From an optimization exercise on the open Yosys and OpenROAD flow, aimed at a short achievable clock period and few clock cycles per item; shortcuts taken in it are not production practice.
Where RTL was checked, it was by simulation tests only, not by an equivalence proof against the original.

==> trial 61: inputs <==
==> flow/design.v <==
module top_cpu#(
  parameter ADDR_WIDTH       = 32,
  parameter DATA_WIDTH       = 32
)(
  input                   clk,
  input                   rst,
  output [ADDR_WIDTH-1:0] imem_addr,
  input  [DATA_WIDTH-1:0] imem_rdata,
  output [ADDR_WIDTH-1:0] dmem_addr,
  output                  dmem_re,
  output                  dmem_we,
  output [DATA_WIDTH-1:0] dmem_wdata,
  input  [DATA_WIDTH-1:0] dmem_rdata,
  output                  retire_valid,
  output [ADDR_WIDTH-1:0] retire_pc,
  output                  retire_rd_we,
  output [4:0]            retire_rd,
  output [DATA_WIDTH-1:0] retire_rd_wdata
);
  localparam BI = 5;
  localparam BN = 1 << BI;
  reg  [31:0] pc_f;
  reg         bht_v   [0:BN-1];
  reg  [9-BI:0] bht_tag [0:BN-1];
  reg  [1:0]  bht_ctr [0:BN-1];
  reg         v_e;
  reg  [31:0] pc_e;
  reg  [31:0] a_e, b_e, s_e;           
  reg         fa_m_e, fb_m_e, fs_m_e;  
  reg  [4:0]  rd_e;
  reg         wr_e;                    
  reg         ld_e, st_e, br_e;        
  reg  [2:0]  f3_e;
  reg         sel_add_e, sel_slt_e, sel_sltu_e, sel_xor_e, sel_or_e, sel_and_e;
  reg         sel_sll_e, sel_srl_e, sel_sra_e;
  reg         sub_e;
  reg         bq_eq_e, bq_lt_e, bq_ltu_e, bq_inv_e;    
  reg         pred_e;
  reg         hit_e;
  reg  [1:0]  ctr_e;
  reg  [31:0] alt_e;                   
  reg         v_m;
  reg  [31:0] pc_m;
  reg  [31:0] res_m;
  reg  [4:0]  rd_m;
  reg         wr_m;
  reg         ld_m;
  reg  [2:0]  f3_m;
  reg  [31:0] daddr_q, dwdata_q;
  reg         dre_q, dwe_q;
  reg         bu_v, bu_t, bu_hit;      
  reg  [1:0]  bu_ctr;
  reg         v_w;
  reg  [31:0] pc_w;
  reg  [4:0]  rd_w;
  reg         wr_w;
  reg  [31:0] rwd_w;
  reg  [31:0] rf [1:31];
  wire [31:0] ld_x = (f3_m == 3'b000) ? {{24{dmem_rdata[7]}}, dmem_rdata[7:0]} :
                     (f3_m == 3'b001) ? {{16{dmem_rdata[15]}}, dmem_rdata[15:0]} :
                     (f3_m == 3'b100) ? {24'd0, dmem_rdata[7:0]} :
                     (f3_m == 3'b101) ? {16'd0, dmem_rdata[15:0]} : dmem_rdata;
  wire [31:0] wd_x = ld_m ? ld_x : res_m;
  wire [31:0] ir    = imem_rdata;
  wire [6:0]  opc_f = ir[6:0];
  wire [4:0]  rd_f  = ir[11:7];
  wire [2:0]  f3_f  = ir[14:12];
  wire [4:0]  rs1_f = ir[19:15];
  wire [4:0]  rs2_f = ir[24:20];
  wire        f7_f  = ir[30];
  wire is_r_f  = (opc_f[6:2] == 5'b01100);
  wire is_i_f  = (opc_f[6:2] == 5'b00100);
  wire is_ld_f = (opc_f[6:2] == 5'b00000);
  wire is_st_f = (opc_f[6:2] == 5'b01000);
  wire is_br_f = (opc_f[6:2] == 5'b11000);
  wire wr_f      = (is_r_f | is_i_f | is_ld_f) & (rd_f != 5'd0);
  wire use_rs2_f = is_r_f | is_st_f | is_br_f;
  wire use_imm_f = is_i_f | is_ld_f | is_st_f;
  wire [31:0] imm_i_f = {{20{ir[31]}}, ir[31:20]};
  wire [31:0] imm_s_f = {{20{ir[31]}}, ir[31:25], ir[11:7]};
  wire [31:0] imm_b_f = {{20{ir[31]}}, ir[7], ir[30:25], ir[11:8], 1'b0};
  wire [31:0] imm_f   = is_st_f ? imm_s_f : imm_i_f;
  wire [13:0] tlo_f   = {1'b0, pc_f[12:0]} + {1'b0, imm_b_f[12:0]};
  wire [18:0] hinc_f  = pc_f[31:13] + 19'd1;
  wire [18:0] hdec_f  = pc_f[31:13] - 19'd1;
  wire [18:0] thi_f   = (ir[31] == tlo_f[13]) ? pc_f[31:13] : (tlo_f[13] ? hinc_f : hdec_f);
  wire [31:0] tgt_f   = {thi_f, tlo_f[12:0]};
  wire [31:0] pcp4_f  = pc_f + 32'd4;
  wire [BI-1:0] fi    = pc_f[BI+1:2];
  wire          hit_f = bht_v[fi] & (bht_tag[fi] == pc_f[11:BI+2]);
  wire [1:0]    ctr_f = bht_ctr[fi];
  wire          pred_f = is_br_f & (hit_f ? ctr_f[1] : (ir[31] | f3_f == 3'b001));
  wire [31:0] rf1_f = (rs1_f == 5'd0) ? 32'd0 : rf[rs1_f];
  wire [31:0] rf2_f = (rs2_f == 5'd0) ? 32'd0 : rf[rs2_f];
  wire        m1_f  = wr_m & (rd_m == rs1_f);
  wire        m2_f  = wr_m & (rd_m == rs2_f);
  wire [31:0] r1_f  = m1_f ? wd_x : rf1_f;
  wire [31:0] r2_f  = m2_f ? wd_x : rf2_f;
  wire [31:0] b_f   = ({32{use_imm_f}} & imm_f) |
                      ({32{~use_imm_f & m2_f}} & wd_x) |
                      ({32{~use_imm_f & ~m2_f}} & rf2_f);
  wire stall_f = ld_e & wr_e & ((rs1_f == rd_e) | (use_rs2_f & (rs2_f == rd_e)));
  wire alu_any = is_r_f | is_i_f;
  wire f_add  = (alu_any & f3_f == 3'b000 & ~(is_r_f & f7_f)) | is_ld_f | is_st_f;
  wire f_sub  = is_r_f & f3_f == 3'b000 & f7_f;
  wire f_sll  = alu_any & f3_f == 3'b001;
  wire f_slt  = alu_any & f3_f == 3'b010;
  wire f_sltu = alu_any & f3_f == 3'b011;
  wire f_xor  = alu_any & f3_f == 3'b100;
  wire f_srl  = alu_any & f3_f == 3'b101 & ~f7_f;
  wire f_sra  = alu_any & f3_f == 3'b101 & f7_f;
  wire f_or   = alu_any & f3_f == 3'b110;
  wire f_and  = alu_any & f3_f == 3'b111;
  wire [31:0] a_x = fa_m_e ? res_m : a_e;
  wire [31:0] b_x = fb_m_e ? res_m : b_e;
  wire [31:0] s_x = fs_m_e ? res_m : s_e;
  wire [31:0] sum_x  = a_x + (sub_e ? ~b_x : b_x) + {31'd0, sub_e};
  wire        eq_ab  = (a_e == b_e);
  wire        lt_ab  = ($signed(a_e) < $signed(b_e));
  wire        ltu_ab = (a_e < b_e);
  wire        eq_mb  = (res_m == b_e);
  wire        lt_mb  = ($signed(res_m) < $signed(b_e));
  wire        ltu_mb = (res_m < b_e);
  wire        eq_am  = (a_e == res_m);
  wire        lt_am  = ($signed(a_e) < $signed(res_m));
  wire        ltu_am = (a_e < res_m);
  wire        eq_x   = fa_m_e ? (fb_m_e | eq_mb) : (fb_m_e ? eq_am : eq_ab);
  wire        lt_x   = fa_m_e ? (~fb_m_e & lt_mb) : (fb_m_e ? lt_am : lt_ab);
  wire        ltu_x  = fa_m_e ? (~fb_m_e & ltu_mb) : (fb_m_e ? ltu_am : ltu_ab);
  wire [31:0] sll_x  = a_x << b_x[4:0];
  wire [31:0] srl_x  = a_x >> b_x[4:0];
  wire [31:0] sra_x  = $signed(a_x) >>> b_x[4:0];
  wire [31:0] res_x =
      ({32{sel_add_e}}  & sum_x) |
      ({32{sel_slt_e}}  & {31'd0, lt_x}) |
      ({32{sel_sltu_e}} & {31'd0, ltu_x}) |
      ({32{sel_xor_e}}  & (a_x ^ b_x)) |
      ({32{sel_or_e}}   & (a_x | b_x)) |
      ({32{sel_and_e}}  & (a_x & b_x)) |
      ({32{sel_sll_e}}  & sll_x) |
      ({32{sel_srl_e}}  & srl_x) |
      ({32{sel_sra_e}}  & sra_x);
  wire [31:0] sd_x = (f3_e[1:0] == 2'b00) ? {{24{s_x[7]}}, s_x[7:0]} :
                     (f3_e[1:0] == 2'b01) ? {{16{s_x[15]}}, s_x[15:0]} : s_x;
  wire cmp_x = (bq_eq_e & eq_x) | (bq_lt_e & lt_x) | (bq_ltu_e & ltu_x);
  wire mis_e = br_e & (cmp_x ^ bq_inv_e);
  wire go_f = ~stall_f & ~mis_e;           
  always @(posedge clk) begin
    if (rst)            pc_f <= 32'd0;
    else if (mis_e)     pc_f <= alt_e;
    else if (stall_f)   pc_f <= pc_f;
    else if (pred_f)    pc_f <= tgt_f;
    else                pc_f <= pcp4_f;
    v_e  <= ~rst & go_f;
    wr_e <= ~rst & go_f & wr_f;
    ld_e <= ~rst & go_f & is_ld_f;
    st_e <= ~rst & go_f & is_st_f;
    br_e <= ~rst & go_f & is_br_f;
    pc_e <= pc_f;
    rd_e <= rd_f;
    f3_e <= f3_f;
    a_e  <= r1_f;
    b_e  <= b_f;
    s_e  <= r2_f;
    fa_m_e <= wr_e & (rd_e == rs1_f);
    fb_m_e <= ~use_imm_f & wr_e & (rd_e == rs2_f);
    fs_m_e <= wr_e & (rd_e == rs2_f);
    sel_add_e  <= f_add | f_sub;
    sub_e      <= f_sub;
    sel_slt_e  <= f_slt;
    sel_sltu_e <= f_sltu;
    sel_xor_e  <= f_xor;
    sel_or_e   <= f_or;
    sel_and_e  <= f_and;
    sel_sll_e  <= f_sll;
    sel_srl_e  <= f_srl;
    sel_sra_e  <= f_sra;
    bq_eq_e  <= (f3_f[2:1] == 2'b00);
    bq_lt_e  <= (f3_f[2:1] == 2'b10);
    bq_ltu_e <= (f3_f[2:1] == 2'b11);
    bq_inv_e <= f3_f[0] ^ pred_f;
    pred_e   <= pred_f;
    hit_e    <= hit_f;
    ctr_e    <= ctr_f;
    alt_e    <= pred_f ? pcp4_f : tgt_f;
    v_m  <= ~rst & v_e;
    wr_m <= ~rst & wr_e;
    ld_m <= ~rst & ld_e;
    pc_m <= pc_e;
    rd_m <= rd_e;
    f3_m <= f3_e;
    res_m <= res_x;
    dre_q <= ~rst & ld_e;
    dwe_q <= ~rst & st_e;
    if (ld_e | st_e) daddr_q  <= sum_x;
    if (st_e)        dwdata_q <= sd_x;
    bu_v   <= ~rst & br_e;
    bu_t   <= mis_e ^ pred_e;
    bu_hit <= hit_e;
    bu_ctr <= ctr_e;
    v_w  <= ~rst & v_m;
    wr_w <= ~rst & wr_m;
    pc_w <= pc_m;
    rd_w <= rd_m;
    if (wr_m) rwd_w <= wd_x;
  end
  wire [BI-1:0] ui = pc_m[BI+1:2];
  integer bj;
  always @(posedge clk) begin
    if (rst) begin
      for (bj = 0; bj < BN; bj = bj + 1) bht_v[bj] <= 1'b0;
    end else if (bu_v) begin
      bht_v[ui]   <= 1'b1;
      bht_tag[ui] <= pc_m[11:BI+2];
      if (!bu_hit)
        bht_ctr[ui] <= bu_t ? 2'b10 : 2'b01;
      else if (bu_t)
        bht_ctr[ui] <= (bu_ctr == 2'b11) ? 2'b11 : bu_ctr + 2'b01;
      else
        bht_ctr[ui] <= (bu_ctr == 2'b00) ? 2'b00 : bu_ctr - 2'b01;
    end
  end
  genvar gi;
  generate
    for (gi = 1; gi < 32; gi = gi + 1) begin : g_rf
      always @(posedge clk) begin
        if (rst)
          rf[gi] <= 32'd0;
        else if (wr_m && rd_m == gi)
          rf[gi] <= wd_x;
      end
    end
  endgenerate
  assign imem_addr       = pc_f;
  assign dmem_addr       = daddr_q;
  assign dmem_re         = dre_q;
  assign dmem_we         = dwe_q;
  assign dmem_wdata      = dwdata_q;
  assign retire_valid    = v_w;
  assign retire_pc       = pc_w;
  assign retire_rd_we    = wr_w;
  assign retire_rd       = rd_w;
  assign retire_rd_wdata = rwd_w;
endmodule
==> flow/flow/run.sh <==
#!/bin/bash
# The standard layout, with timing repair aimed well below the clock period:
# SETUP_SLACK_MARGIN asks repair_timing for that much slack at the design's
# 12 ns clock, so the achieved period is pushed toward 12 - margin.
set -euo pipefail
bash standard.sh SETUP_SLACK_MARGIN=8.5 finish > standard_make.log 2>&1
==> flow/standard.sh <==
#!/bin/bash
# synth_recipe.tcl (not shown) runs the flow's synth.tcl, then flattens the netlist and writes it again
# the make line also repeats each setting of config.mk as NAME=value (left out here)
make -C /OpenROAD-flow-scripts/flow DESIGN_CONFIG=/design/flow/config.mk WORK_HOME=/design/flow/orfs CLKGATE_MAP_FILE= SYNTH_SCRIPT=/design/flow/synth_recipe.tcl "${@:-finish}"
==> flow/config.mk <==
export PLATFORM = sky130hd
export DESIGN_NAME = top_cpu
export DESIGN_NICKNAME = top_cpu
export VERILOG_FILES = /design/flow/design.v
export SDC_FILE = /design/flow/constraint.sdc
export NUM_CORES = 4
export LEC_CHECK = 0
export CAP_MARGIN = 20
export CORE_MARGIN = 2
export CORE_UTILIZATION = 60
export CTS_CLUSTER_DIAMETER = 80
export CTS_CLUSTER_SIZE = 30
export PLACE_DENSITY = 0.7
export SLEW_MARGIN = 20
==> flow/constraint.sdc <==
create_clock -name core_clock -period 12.0 [get_ports {clk}]
set_input_delay 2.4000 -clock core_clock [delete_from_list [all_inputs] [get_ports {clk}]]
set_output_delay 2.4000 -clock core_clock [all_outputs]
set_load 0.01 [all_outputs]
==> trial 9 (differences from trial 61) <==
--- a/flow/design.v
+++ b/flow/design.v
@@ -1,3 +1,44 @@
+module adder(
+  input  [12:0] operand1,
+  input  [12:0] operand2,
+  output [13:0] out_data
+);
+  assign out_data = {1'b0, operand1} + {1'b0, operand2};
+endmodule
+module program_counter(
+  input  [31:0] pc,
+  output [31:0] pcp4,
+  output [18:0] hinc,
+  output [18:0] hdec
+);
+  assign pcp4 = pc + 32'd4;
+  assign hinc = pc[31:13] + 19'd1;
+  assign hdec = pc[31:13] - 19'd1;
+endmodule
+module register_array(
+  input      [991:0] regs,
+  input      [4:0]   sel,
+  output     [31:0]  q
+);
+  wire [1023:0] all = {regs, 32'd0};
+  wire [511:0] l1; wire [255:0] l2; wire [127:0] l3; wire [63:0] l4;
+  genvar i;
+  generate
+    for (i = 0; i < 16; i = i + 1) begin : g1
+      assign l1[i*32 +: 32] = sel[0] ? all[(2*i+1)*32 +: 32] : all[(2*i)*32 +: 32];
+    end
+    for (i = 0; i < 8; i = i + 1) begin : g2
+      assign l2[i*32 +: 32] = sel[1] ? l1[(2*i+1)*32 +: 32] : l1[(2*i)*32 +: 32];
+    end
+    for (i = 0; i < 4; i = i + 1) begin : g3
+      assign l3[i*32 +: 32] = sel[2] ? l2[(2*i+1)*32 +: 32] : l2[(2*i)*32 +: 32];
+    end
+    for (i = 0; i < 2; i = i + 1) begin : g4
+      assign l4[i*32 +: 32] = sel[3] ? l3[(2*i+1)*32 +: 32] : l3[(2*i)*32 +: 32];
+    end
+  endgenerate
+  assign q = sel[4] ? l4[63:32] : l4[31:0];
+endmodule
 module top_cpu#(
   parameter ADDR_WIDTH       = 32,
   parameter DATA_WIDTH       = 32
@@ -80,18 +121,21 @@
   wire [31:0] imm_s_f = {{20{ir[31]}}, ir[31:25], ir[11:7]};
   wire [31:0] imm_b_f = {{20{ir[31]}}, ir[7], ir[30:25], ir[11:8], 1'b0};
   wire [31:0] imm_f   = is_st_f ? imm_s_f : imm_i_f;
-  wire [13:0] tlo_f   = {1'b0, pc_f[12:0]} + {1'b0, imm_b_f[12:0]};
-  wire [18:0] hinc_f  = pc_f[31:13] + 19'd1;
-  wire [18:0] hdec_f  = pc_f[31:13] - 19'd1;
+  wire [13:0] tlo_f;
+  wire [18:0] hinc_f, hdec_f;
+  wire [31:0] pcp4_f;
+  adder           u_tlo (.operand1(pc_f[12:0]), .operand2(imm_b_f[12:0]), .out_data(tlo_f));
+  program_counter u_pcx (.pc(pc_f), .pcp4(pcp4_f), .hinc(hinc_f), .hdec(hdec_f));
   wire [18:0] thi_f   = (ir[31] == tlo_f[13]) ? pc_f[31:13] : (tlo_f[13] ? hinc_f : hdec_f);
   wire [31:0] tgt_f   = {thi_f, tlo_f[12:0]};
-  wire [31:0] pcp4_f  = pc_f + 32'd4;
   wire [BI-1:0] fi    = pc_f[BI+1:2];
   wire          hit_f = bht_v[fi] & (bht_tag[fi] == pc_f[11:BI+2]);
   wire [1:0]    ctr_f = bht_ctr[fi];
   wire          pred_f = is_br_f & (hit_f ? ctr_f[1] : (ir[31] | f3_f == 3'b001));
-  wire [31:0] rf1_f = (rs1_f == 5'd0) ? 32'd0 : rf[rs1_f];
-  wire [31:0] rf2_f = (rs2_f == 5'd0) ? 32'd0 : rf[rs2_f];
+  wire [991:0] rf_flat;
+  wire [31:0]  rf1_f, rf2_f;
+  register_array u_rd1 (.regs(rf_flat), .sel(rs1_f), .q(rf1_f));
+  register_array u_rd2 (.regs(rf_flat), .sel(rs2_f), .q(rf2_f));
   wire        m1_f  = wr_m & (rd_m == rs1_f);
   wire        m2_f  = wr_m & (rd_m == rs2_f);
   wire [31:0] r1_f  = m1_f ? wd_x : rf1_f;
@@ -100,6 +144,7 @@
                       ({32{~use_imm_f & m2_f}} & wd_x) |
                       ({32{~use_imm_f & ~m2_f}} & rf2_f);
   wire stall_f = ld_e & wr_e & ((rs1_f == rd_e) | (use_rs2_f & (rs2_f == rd_e)));
+  reg  rp_f;                               
   wire alu_any = is_r_f | is_i_f;
   wire f_add  = (alu_any & f3_f == 3'b000 & ~(is_r_f & f7_f)) | is_ld_f | is_st_f;
   wire f_sub  = is_r_f & f3_f == 3'b000 & f7_f;
@@ -144,13 +189,14 @@
                      (f3_e[1:0] == 2'b01) ? {{16{s_x[15]}}, s_x[15:0]} : s_x;
   wire cmp_x = (bq_eq_e & eq_x) | (bq_lt_e & lt_x) | (bq_ltu_e & ltu_x);
   wire mis_e = br_e & (cmp_x ^ bq_inv_e);
-  wire go_f = ~stall_f & ~mis_e;           
+  wire go_f = ~stall_f & ~mis_e & ~rp_f;   
   always @(posedge clk) begin
     if (rst)            pc_f <= 32'd0;
     else if (mis_e)     pc_f <= alt_e;
-    else if (stall_f)   pc_f <= pc_f;
+    else if (rp_f)      pc_f <= pc_e;
     else if (pred_f)    pc_f <= tgt_f;
     else                pc_f <= pcp4_f;
+    rp_f <= ~rst & stall_f;
     v_e  <= ~rst & go_f;
     wr_e <= ~rst & go_f & wr_f;
     ld_e <= ~rst & go_f & is_ld_f;
@@ -223,6 +269,7 @@
   genvar gi;
   generate
     for (gi = 1; gi < 32; gi = gi + 1) begin : g_rf
+      assign rf_flat[(gi-1)*32 +: 32] = rf[gi];
       always @(posedge clk) begin
         if (rst)
           rf[gi] <= 32'd0;
--- a/flow/config.mk
+++ b/flow/config.mk
@@ -7,8 +7,9 @@
 export LEC_CHECK = 0
 export CAP_MARGIN = 20
 export CORE_MARGIN = 2
-export CORE_UTILIZATION = 60
+export CORE_UTILIZATION = 40
 export CTS_CLUSTER_DIAMETER = 80
 export CTS_CLUSTER_SIZE = 30
-export PLACE_DENSITY = 0.7
 export SLEW_MARGIN = 20
+export SYNTH_HIERARCHICAL = 1
+export SYNTH_MINIMUM_KEEP_SIZE = 0
==> flow_summary_export.csv <==
group,metric,value,unit
logic_synthesis,synth_xor_area_frac,0.0139,
logic_synthesis,synth-compound-area-share,0.234,
logic_synthesis,synth_nets,9810,
logic_synthesis,synth_common_cells,"nand2_1, dfxtp_1, nor2_1",
logic_synthesis,yosysMostFrequentCell,"nand2_1",
global_route,met1_usage,0.734,
run_status,status,"aborted with a tool error",
placed_design,dpl.hpwl,226000,µm
floorplanning,die_y,373,µm
run_status,tool.error,"[ERROR GRT-0232] Routing congestion too high. Check the congestion heatmap in the GUI.",
global_route,grt_max_degree,108,
run_status,haltStage,"global routing",
clock_tree,cts_sinks,1694,
logic_synthesis,synth.area.mux_share,0.0451,
floorplanning,num_rows,135,
-- figures above: trial 61

==> flow_summary_export.csv <==
group,metric,value,unit
run_status,status,"complete, no violations",
logic_synthesis,synth_xor_area_frac,0.0155,
floorplanning,num_rows,171,
detailed_routing,post_drt_wl_per_cell,28.9,µm
logic_synthesis,yosysMostFrequentCell,"dfxtp_1",
logic_synthesis,synth_nets,9490,
logic_synthesis,synth.area.mux_share,0.188,
placed_design,dpl.hpwl,196000,µm
clock_tree,cts_sinks,1691,
global_route,grt_max_degree,224,
global_route,met1_usage,0.380,
logic_synthesis,synth-compound-area-share,0.157,
logic_synthesis,synth_common_cells,"dfxtp_1, nand2_1, nor2_1",
-- figures above: trial 9

Testbench counts of trial 9, summed over its fixed seeds: cycles 24,956, instrs 24,000.
For trial 61, only the layout was checked, not whether the RTL still works.

-- static timing again, ports no longer ideal --
In the flow no input, the clock included, has a driving cell. The finished layout below was timed again as built, in two steps.
Step 1 (the two cells are an assumption about what drives the block):
set clk [get_ports {clk}]
set_driving_cell -lib_cell sky130_fd_sc_hd__clkbuf_16 $clk
set_driving_cell -lib_cell sky130_fd_sc_hd__buf_2 [delete_from_list [all_inputs] $clk]
Step 2 adds t to the input delays and takes it off the output delays; t is the mean of the earliest and latest rising clock arrival at the registers after step 1. Input paths then give back, and output paths get back, about the clock's delay inside the block.
Slacks: ideal ports / drivers / drivers and shift; pairs: ideal ports / drivers.
run: trial 9
t (ns): 0.891
setup WS [ns]: 7.943 / 7.445 / 6.554
worst register clock-pin slew, ns: 0.12 / 0.12
After both steps trial 9 still meets setup and hold. For trial 9, drivers alone change the setup slack by -0.498 ns; drivers and shift together by -1.389 ns.
